Background: an optimization exercise with open tools, aiming at small area and a short achievable clock period. Do not read the settings as production practice.
Only simulation tests tie the RTL to the original design; equivalence was not proved.

// aipp_coherent_phase_recovery
module aipp_coherent_phase_recovery (
    input wire clk_local_ref,
    input wire rst_n,
    input wire [127:0] optical_in,
    input wire lock_enable,
    output reg clk_omega_out,
    output reg phase_locked,
    output reg [15:0] phase_error
);
    reg [31:1] pa_r;
    reg [15:1] lf_r;
    reg pc16;
    wire [31:0] pa = {pa_r, 1'b0};
    wire [15:0] lf = {lf_r, 1'b0};
    wire [15:0] pe = phase_error;
    wire [15:0] opt = optical_in[15:0];
    wire [15:0] pa_hi_n = ~pa[31:16];
    wire pc16_n = ~pc16;
    wire [15:0] peg = pe & {16{lock_enable}};
    wire [15:0] lfg = lf & {16{lock_enable}};
    wire pc16g = pc16;
    wire t1 = lf[6] ^ pe[4];
    wire t2 = lf[6] & pe[4];
    wire t3 = lf[7] ^ pe[5] ^ pe[2];
    wire t4 = (lf[7] & pe[5]) | (lf[7] & pe[2]) | (pe[5] & pe[2]);
    wire t5 = lf[8] ^ pe[6] ^ pe[3];
    wire t6 = (lf[8] & pe[6]) | (lf[8] & pe[3]) | (pe[6] & pe[3]);
    wire t7 = lf[9] ^ pe[7] ^ pe[4];
    wire t8 = (lf[9] & pe[7]) | (lf[9] & pe[4]) | (pe[7] & pe[4]);
    wire t9 = lf[10] ^ pe[8] ^ pe[5];
    wire t10 = (lf[10] & pe[8]) | (lf[10] & pe[5]) | (pe[8] & pe[5]);
    wire t11 = lf[11] ^ pe[9] ^ pe[6];
    wire t12 = (lf[11] & pe[9]) | (lf[11] & pe[6]) | (pe[9] & pe[6]);
    wire t13 = lf[12] ^ pe[10] ^ pe[7];
  ...
Size in the first run: about 450 cells after synthesis, roughly 65 flip-flops, roughly 5600 sq um of cells after synthesis.
clock: 5.5 ns
lec_check: 0
cap_margin: 20
core_margin: 2
core_utilization: 40
place_density: 0.6
setup_slack_margin: 1.0
slew_margin: 20
standard.sh (not shown) runs the stock make flow with config.mk's settings and CLKGATE_MAP_FILE= SYNTH_SCRIPT=/design/flow/synth_recipe.tcl, a recipe that flattens the netlist after the stock synthesis.
==> flow/flow/run.sh <==
#!/bin/bash
# Own layout flow: the standard ORFS flow (standard.sh), with two changes:
#  - synthesis runs without Yosys's early "abc -fast" pass (SYNTH_ARGS=-noabc), so the full
#    adders that ORFS extracts from the RTL's explicit carry-save logic keep their polarity
#    (no inverter pairs around them); the final ABC mapping is unchanged;
#  - the port buffers that placement inserts are buf_1 cells rather than the default choice.
# Everything else (floorplan, power grid, taps, placement, CTS, routing) is standard.sh unchanged.
set -euo pipefail
export SYNTH_ARGS="-noabc"
export BUFFER_PORTS_ARGS="-buffer_cell sky130_fd_sc_hd__buf_1"
export CTS_ARGS="-sink_clustering_enable -repair_clock_nets -dont_use_dummy_load -buf_list sky130_fd_sc_hd__clkbuf_8"
bash standard.sh > standard_make.log 2>&1
The starting point completed without violations.
Edit:
--- a/flow/flow/run.sh
+++ b/flow/flow/run.sh
@@ -10,3 +10,2 @@
 export BUFFER_PORTS_ARGS="-buffer_cell sky130_fd_sc_hd__buf_1"
-export CTS_ARGS="-sink_clustering_enable -repair_clock_nets -dont_use_dummy_load -buf_list sky130_fd_sc_hd__clkbuf_8"
 bash standard.sh > standard_make.log 2>&1
After rerunning: Global-route usage climbs by 0.18 points; routed wire length climbs by 0.99%; setup slack gains 63 ps; synthesized cell count does not change; non-clock buffer count is unchanged; via count climbs by 0.86%; register-to-register slack gains 60 ps; cell area climbs by 3.0%; utilization climbs by 1.3 points; hold slack barely changes.
Edit:
==> flow/run.sh (new file) <==
#!/bin/bash
# synth_recipe.tcl (not shown) runs the flow's synth.tcl, then flattens the netlist and writes it again
# the make line also repeats each setting of config.mk as NAME=value (left out here)
make -C /OpenROAD-flow-scripts/flow DESIGN_CONFIG=/design/flow/config.mk WORK_HOME=/design/flow/orfs CLKGATE_MAP_FILE= SYNTH_SCRIPT=/design/flow/synth_recipe.tcl finish
Settings changed: CTS_BUF_LIST set to sky130_fd_sc_hd__clkbuf_4, SETUP_SLACK_MARGIN 1.0 to 2.0.
removed: flow/flow/run.sh
removed: flow/standard.sh
What happened: Worst hold slack gains 11 ps. Non-clock buffer count went up by 28. Wire length went up by about a fifth. Global-route usage went up by 0.79 points. Utilization went up by 4.1 points. Die area went up by a few percent.
Edit:
Settings changed: CTS_BUF_LIST sky130_fd_sc_hd__clkbuf_4 to not set, SETUP_SLACK_MARGIN 2.0 to not set.
What happened: Core utilization shrinks by 3.4 points; synthesized cell count stays the same; fmax decreases by about 13%; via count falls by 5.4%; flip-flop and latch count does not change.

==> separate check: timing with driven ports <==
In the flow no input, the clock included, has a driving cell. The finished layouts below were timed again as built, in two steps. Step 1 (the two cells are an assumption about what drives the block):
set clk [get_ports {clk_local_ref}]
set_driving_cell -lib_cell sky130_fd_sc_hd__clkbuf_16 $clk
set_driving_cell -lib_cell sky130_fd_sc_hd__buf_2 [delete_from_list [all_inputs] $clk]
Step 2 also shifts input and output timing later by t, the mid clock arrival at the registers, as if the neighbouring blocks saw the same clock. Slacks: ideal ports / drivers / drivers and shift; pairs: ideal ports / drivers.
run | t (ns) | slack for setup (ns) | worst hold slack (ns) | worst setup path after step 2 | worst slew at a driven data input, ns
the first run | 0.369 | 1.124 / 1.124 / 0.876 | 0.480 / 0.480 / 0.480 | input to register | 0.04
the second run | 0.366 | 1.187 / 1.187 / 0.877 | 0.479 / 0.479 / 0.479 | input to register | 0.04
the third run | 0.482 | 1.477 / 1.477 / 1.401 | 0.491 / 0.491 / 0.491 | input to register | 0.06
the fourth run | 0.373 | 0.892 / 0.892 / 0.827 | 0.482 / 0.482 / 0.482 | input to register | 0.03
After both steps every run listed still meets setup and hold. For the second run, which loses most, drivers alone change the setup slack by 0.000 ns; drivers and shift together by -0.310 ns.
